Context: an optimization exercise on an open-source flow, tuned for small area, a short achievable clock period and few clock cycles per item. The choices shown serve that exercise and are no tape-out recipe. Function was checked by simulation only, so behaviour that the tests miss may differ from the original.

==> inputs of v6 <==
Design md5, start of the top module:
module md5(
      input clk,
      input reset_n,
      input start,
      input [63:0] password,
      output reg done,
      output [127:0] passwd_hash
      );
reg [6:0] cnt;
reg [31:0] p, b, c, d;
reg idle;            
reg fin;             
reg [3:0] rsel;      
reg [3:0] xsel;      
reg [3:0] psel;      
wire [6:0] cnt_n = ~reset_n ? 7'd67 : idle ? (start ? 7'd0 : 7'd67) : cnt + 7'd1;
reg [3:0] xsel_n;
always @(*) begin
  case ({cnt_n[1:0], cnt_n[5:4]})
    4'd0: xsel_n = 4'b1000;
    4'd1: xsel_n = 4'b0010;
    4'd2: xsel_n = 4'b0001;
    4'd3: xsel_n = 4'b0100;
    4'd4: xsel_n = 4'b1000;
    4'd5: xsel_n = 4'b0001;
    4'd6: xsel_n = 4'b0100;
    4'd7: xsel_n = 4'b0010;
    4'd8: xsel_n = 4'b1000;
    4'd9: xsel_n = 4'b0001;
    4'd10: xsel_n = 4'b0100;
    4'd11: xsel_n = 4'b0010;
    4'd12: xsel_n = 4'b0100;
    4'd13: xsel_n = 4'b0001;
    4'd14: xsel_n = 4'b1000;
    4'd15: xsel_n = 4'b0010;
  endcase
end
always @(posedge clk) begin
  cnt <= cnt_n;
  idle <= (cnt_n == 7'd67);
  fin <= cnt_n[6] & (cnt_n != 7'd67);
  rsel <= cnt_n[6] ? 4'b0000 : (4'b0001 << cnt_n[5:4]);
  ...
make LEC_CHECK=0 ABC_AREA=1 CAP_MARGIN=20 CORE_MARGIN=2 CORE_UTILIZATION=45 SETUP_SLACK_MARGIN=5 SLEW_MARGIN=20 finish   # period 11.0 ns
run.sh (not shown) runs the stock make flow with config.mk's settings and CLKGATE_MAP_FILE= SYNTH_SCRIPT=/design/flow/synth_recipe.tcl, a recipe that flattens the netlist after the stock synthesis.
==> inputs of v18, as changes to v6 <==
Settings changed: CORE_UTILIZATION 45 to 40, SETUP_SLACK_MARGIN 5 to default.
==> results.ini <==
[floorplan]
die-area_mm2=0.0458

[run_status]
outcome=complete, no violations

[clocking]
cts_resized=0

[final_layout]
area_delta_synth_final_pct=17.7
instances_no_fill=3685
seq_share_pct=14.5

[worst_setup_path]
crit_path_start=rsel[2]

-- figures above: v18

==> results.ini <==
[run_status]
outcome=complete, no violations

[worst_setup_path]
crit_path_start=c[10]

[final_layout]
area_delta_synth_final_pct=20.2
instances_no_fill=3637
seq_share_pct=14.3
multi_input_gates=2250

[timing]
maxSlewHeadroom_pct=16.4

[clocking]
cts_resized=14

[floorplan]
start_util_pct=45.6
die-area_mm2=0.0408

-- figures above: v6

Testbench counts of v6, summed over its fixed seeds: cycles 13,056, hashes 192.
Testbench counts of v18, summed over its fixed seeds: cycles 13,056, hashes 192.

* * *

==> job 9515 <==
Another version of the RTL of md5 (not shown whole).
Design md5, start of the top module:
module md5(
      input clk,
      input reset_n,
      input start,
      input [63:0] password,
      output reg done,
      output [127:0] passwd_hash
      );
Settings: LEC_CHECK=0, ABC_AREA=1, CAP_MARGIN=20, CORE_MARGIN=2, CORE_UTILIZATION=45, CTS_BUF_LIST=sky130_fd_sc_hd__clkbuf_8, CTS_CLUSTER_SIZE=25, SLEW_MARGIN=20; clock period 11.0 ns.
standard.sh (not shown) runs the stock make flow with config.mk's settings and CLKGATE_MAP_FILE= SYNTH_SCRIPT=/design/flow/synth_recipe.tcl, a recipe that flattens the netlist after the stock synthesis.
==> flow/flow/run.sh <==
#!/bin/bash
set -euo pipefail
bash standard.sh \
  "BUFFER_PORTS_ARGS=-buffer_cell sky130_fd_sc_hd__buf_1" \
  SETUP_SLACK_MARGIN=6 \
  finish > make_finish.log 2>&1
==> job 714: changes against job 9515 <==
--- a/flow/design.v
+++ b/flow/design.v
@@ -379,129 +379,13 @@
 wire [31:0] t = t_p0 ^ {t_g_56, t_g_41, t_g_55, t_g_34, t_g_54, t_g_40, t_g_53, t_g_31, t_g_52, t_g_39, t_g_51, t_g_33, t_g_50, t_g_38, t_g_49, t_g_28, t_g_48, t_g_37, t_g_47, t_g_32, t_g_46, t_g_36, t_g_45, t_g_24, t_g_44, t_g_35, t_g_43, t_g_16, t_g_42, t_g_0, t_g0[0], 1'b0};
 wire [31:0] t1 = ({32{xsel[0]}} & t) | ({32{xsel[1]}} & {t[30:0], t[31]}) |
                  ({32{xsel[2]}} & {t[29:0], t[31:30]}) | ({32{xsel[3]}} & {t[28:0], t[31:29]});
 wire [31:0] rot = ({32{psel[0]}} & {t1[27:0], t1[31:28]}) | ({32{psel[1]}} & {t1[22:0], t1[31:23]}) |
                   ({32{psel[2]}} & {t1[17:0], t1[31:18]}) | ({32{psel[3]}} & {t1[11:0], t1[31:12]});
 wire [31:0] bop = {32{~fin}} & b;
-wire [31:0] sum_g0 = bop & rot;
-wire [31:0] sum_p0 = bop ^ rot;
-wire sum_g_0 = sum_g0[1] | (sum_p0[1] & sum_g0[0]);
-wire sum_p_0 = sum_p0[1] & sum_p0[0];
-wire sum_g_1 = sum_g0[3] | (sum_p0[3] & sum_g0[2]);
-wire sum_p_1 = sum_p0[3] & sum_p0[2];
-wire sum_g_2 = sum_g0[5] | (sum_p0[5] & sum_g0[4]);
-wire sum_p_2 = sum_p0[5] & sum_p0[4];
-wire sum_g_3 = sum_g0[7] | (sum_p0[7] & sum_g0[6]);
-wire sum_p_3 = sum_p0[7] & sum_p0[6];
-wire sum_g_4 = sum_g0[9] | (sum_p0[9] & sum_g0[8]);
-wire sum_p_4 = sum_p0[9] & sum_p0[8];
-wire sum_g_5 = sum_g0[11] | (sum_p0[11] & sum_g0[10]);
-wire sum_p_5 = sum_p0[11] & sum_p0[10];
-wire sum_g_6 = sum_g0[13] | (sum_p0[13] & sum_g0[12]);
-wire sum_p_6 = sum_p0[13] & sum_p0[12];
-wire sum_g_7 = sum_g0[15] | (sum_p0[15] & sum_g0[14]);
-wire sum_p_7 = sum_p0[15] & sum_p0[14];
-wire sum_g_8 = sum_g0[17] | (sum_p0[17] & sum_g0[16]);
-wire sum_p_8 = sum_p0[17] & sum_p0[16];
-wire sum_g_9 = sum_g0[19] | (sum_p0[19] & sum_g0[18]);
-wire sum_p_9 = sum_p0[19] & sum_p0[18];
-wire sum_g_10 = sum_g0[21] | (sum_p0[21] & sum_g0[20]);
-wire sum_p_10 = sum_p0[21] & sum_p0[20];
-wire sum_g_11 = sum_g0[23] | (sum_p0[23] & sum_g0[22]);
-wire sum_p_11 = sum_p0[23] & sum_p0[22];
-wire sum_g_12 = sum_g0[25] | (sum_p0[25] & sum_g0[24]);
-wire sum_p_12 = sum_p0[25] & sum_p0[24];
-wire sum_g_13 = sum_g0[27] | (sum_p0[27] & sum_g0[26]);
-wire sum_p_13 = sum_p0[27] & sum_p0[26];
-wire sum_g_14 = sum_g0[29] | (sum_p0[29] & sum_g0[28]);
-wire sum_p_14 = sum_p0[29] & sum_p0[28];
-wire sum_g_15 = sum_g0[31] | (sum_p0[31] & sum_g0[30]);
-wire sum_p_15 = sum_p0[31] & sum_p0[30];
-wire sum_g_16 = sum_g_1 | (sum_p_1 & sum_g_0);
-wire sum_p_16 = sum_p_1 & sum_p_0;
-wire sum_g_17 = sum_g_3 | (sum_p_3 & sum_g_2);
-wire sum_p_17 = sum_p_3 & sum_p_2;
-wire sum_g_18 = sum_g_5 | (sum_p_5 & sum_g_4);
-wire sum_p_18 = sum_p_5 & sum_p_4;
-wire sum_g_19 = sum_g_7 | (sum_p_7 & sum_g_6);
-wire sum_p_19 = sum_p_7 & sum_p_6;
-wire sum_g_20 = sum_g_9 | (sum_p_9 & sum_g_8);
-wire sum_p_20 = sum_p_9 & sum_p_8;
-wire sum_g_21 = sum_g_11 | (sum_p_11 & sum_g_10);
-wire sum_p_21 = sum_p_11 & sum_p_10;
-wire sum_g_22 = sum_g_13 | (sum_p_13 & sum_g_12);
-wire sum_p_22 = sum_p_13 & sum_p_12;
-wire sum_g_23 = sum_g_15 | (sum_p_15 & sum_g_14);
-wire sum_p_23 = sum_p_15 & sum_p_14;
-wire sum_g_24 = sum_g_17 | (sum_p_17 & sum_g_16);
-wire sum_p_24 = sum_p_17 & sum_p_16;
-wire sum_g_25 = sum_g_19 | (sum_p_19 & sum_g_18);
-wire sum_p_25 = sum_p_19 & sum_p_18;
-wire sum_g_26 = sum_g_21 | (sum_p_21 & sum_g_20);
-wire sum_p_26 = sum_p_21 & sum_p_20;
-wire sum_g_27 = sum_g_23 | (sum_p_23 & sum_g_22);
-wire sum_p_27 = sum_p_23 & sum_p_22;
-wire sum_g_28 = sum_g_25 | (sum_p_25 & sum_g_24);
-wire sum_p_28 = sum_p_25 & sum_p_24;
-wire sum_g_29 = sum_g_27 | (sum_p_27 & sum_g_26);
-wire sum_p_29 = sum_p_27 & sum_p_26;
-wire sum_g_30 = sum_g_29 | (sum_p_29 & sum_g_28);
-wire sum_p_30 = sum_p_29 & sum_p_28;
-wire sum_g_31 = sum_g_26 | (sum_p_26 & sum_g_28);
-wire sum_p_31 = sum_p_26 & sum_p_28;
-wire sum_g_32 = sum_g_18 | (sum_p_18 & sum_g_24);
-wire sum_p_32 = sum_p_18 & sum_p_24;
-wire sum_g_33 = sum_g_20 | (sum_p_20 & sum_g_28);
-wire sum_p_33 = sum_p_20 & sum_p_28;
-wire sum_g_34 = sum_g_22 | (sum_p_22 & sum_g_31);
-wire sum_p_34 = sum_p_22 & sum_p_31;
-wire sum_g_35 = sum_g_2 | (sum_p_2 & sum_g_16);
-wire sum_p_35 = sum_p_2 & sum_p_16;
-wire sum_g_36 = sum_g_4 | (sum_p_4 & sum_g_24);
-wire sum_p_36 = sum_p_4 & sum_p_24;
-wire sum_g_37 = sum_g_6 | (sum_p_6 & sum_g_32);
-wire sum_p_37 = sum_p_6 & sum_p_32;
-wire sum_g_38 = sum_g_8 | (sum_p_8 & sum_g_28);
-wire sum_p_38 = sum_p_8 & sum_p_28;
-wire sum_g_39 = sum_g_10 | (sum_p_10 & sum_g_33);
-wire sum_p_39 = sum_p_10 & sum_p_33;
-wire sum_g_40 = sum_g_12 | (sum_p_12 & sum_g_31);
-wire sum_p_40 = sum_p_12 & sum_p_31;
-wire sum_g_41 = sum_g_14 | (sum_p_14 & sum_g_34);
-wire sum_p_41 = sum_p_14 & sum_p_34;
-wire sum_g_42 = sum_g0[2] | (sum_p0[2] & sum_g_0);
-wire sum_p_42 = sum_p0[2] & sum_p_0;
-wire sum_g_43 = sum_g0[4] | (sum_p0[4] & sum_g_16);
-wire sum_p_43 = sum_p0[4] & sum_p_16;
-wire sum_g_44 = sum_g0[6] | (sum_p0[6] & sum_g_35);
-wire sum_p_44 = sum_p0[6] & sum_p_35;
-wire sum_g_45 = sum_g0[8] | (sum_p0[8] & sum_g_24);
-wire sum_p_45 = sum_p0[8] & sum_p_24;
-wire sum_g_46 = sum_g0[10] | (sum_p0[10] & sum_g_36);
-wire sum_p_46 = sum_p0[10] & sum_p_36;
-wire sum_g_47 = sum_g0[12] | (sum_p0[12] & sum_g_32);
-wire sum_p_47 = sum_p0[12] & sum_p_32;
-wire sum_g_48 = sum_g0[14] | (sum_p0[14] & sum_g_37);
-wire sum_p_48 = sum_p0[14] & sum_p_37;
-wire sum_g_49 = sum_g0[16] | (sum_p0[16] & sum_g_28);
-wire sum_p_49 = sum_p0[16] & sum_p_28;
-wire sum_g_50 = sum_g0[18] | (sum_p0[18] & sum_g_38);
-wire sum_p_50 = sum_p0[18] & sum_p_38;
-wire sum_g_51 = sum_g0[20] | (sum_p0[20] & sum_g_33);
-wire sum_p_51 = sum_p0[20] & sum_p_33;
-wire sum_g_52 = sum_g0[22] | (sum_p0[22] & sum_g_39);
-wire sum_p_52 = sum_p0[22] & sum_p_39;
-wire sum_g_53 = sum_g0[24] | (sum_p0[24] & sum_g_31);
-wire sum_p_53 = sum_p0[24] & sum_p_31;
-wire sum_g_54 = sum_g0[26] | (sum_p0[26] & sum_g_40);
-wire sum_p_54 = sum_p0[26] & sum_p_40;
-wire sum_g_55 = sum_g0[28] | (sum_p0[28] & sum_g_34);
-wire sum_p_55 = sum_p0[28] & sum_p_34;
-wire sum_g_56 = sum_g0[30] | (sum_p0[30] & sum_g_41);
-wire sum_p_56 = sum_p0[30] & sum_p_41;
-wire [31:0] sum = sum_p0 ^ {sum_g_56, sum_g_41, sum_g_55, sum_g_34, sum_g_54, sum_g_40, sum_g_53, sum_g_31, sum_g_52, sum_g_39, sum_g_51, sum_g_33, sum_g_50, sum_g_38, sum_g_49, sum_g_28, sum_g_48, sum_g_37, sum_g_47, sum_g_32, sum_g_46, sum_g_36, sum_g_45, sum_g_24, sum_g_44, sum_g_35, sum_g_43, sum_g_16, sum_g_42, sum_g_0, sum_g0[0], 1'b0};
+wire [31:0] sum = bop + rot;
 always @(posedge clk) begin
   p <= p_next;
   if (idle) begin
     b <= 32'hefcdab89;
     c <= 32'h98badcfe;
     d <= 32'h10325476;
Settings changed: CORE_UTILIZATION 45 to 55.
==> flow_metrics.tcl <==
set metrics [dict create \
    timing.rr.start "b[2]" \
    n_antenna_cell 6 \
    numCtsBuffers 36 \
    holdWs_ns 0.526 \
    met3_usage 0.222 \
    syn_to_final_growth_pct 17.2 \
    grt_pass1_vias 22000 \
    synthSimpleGateAreaFrac 0.380 \
    max_stage_delay_ns 0.62 \
    met1_length_um 32300 \
    crit_start "b[2]" \
    status "timing/DRC/antenna clean" \
    cts_resized 79 \
]
The numbers above come from job 714.

==> flow_metrics.tcl <==
set metrics [dict create \
    numCtsBuffers 38 \
    met1_length_um 33700 \
    grt_pass1_vias 20400 \
    syn_to_final_growth_pct 19.6 \
    setup_violations 0 \
    synth_area_per_cell_sq_um 6.35 \
    cts_resized 127 \
    timing.rr.start "b[1]" \
    max_stage_delay_ns 0.38 \
    status "timing/DRC/antenna clean" \
]
The numbers above come from job 9515.

Testbench counts of job 9515, summed over its fixed seeds: cycles 13,056, hashes 192.
Testbench counts of job 714, summed over its fixed seeds: cycles 13,056, hashes 192.

what the ideal ports hide:
No port has a modelled driver above. Below, the same layouts with a new extraction and two added sets of constraints.
Step 1 assumes that a clkbuf_16 drives the clock port and a buf_2 every other input.
Step 2, shift: input delay + t, output delay - t, t = (earliest + latest rising clock arrival at the registers) / 2. This alone moves slack from input paths to output paths.
a / b / c = ideal / step 1 / step 2; a / b = the first two.
run	t (ns)	slack for setup (ns)	hold WS [ns]	cell pins on the clock port's net
v6	0.515	5.178 / 5.178 / 5.108	0.542 / 0.542 / 0.542	1
v18	0.526	3.943 / 3.943 / 3.943	0.523 / 0.523 / 0.523	1
job 9515	0.645	5.718 / 5.718 / 5.718	0.513 / 0.513 / 0.513	1
job 714	0.622	5.342 / 5.342 / 5.342	0.526 / 0.526 / 0.526	1
After both steps setup and hold are still met in every run listed. The setup slack of v6, which loses most, moves by 0.000 ns with the drivers and by -0.070 ns with both steps.
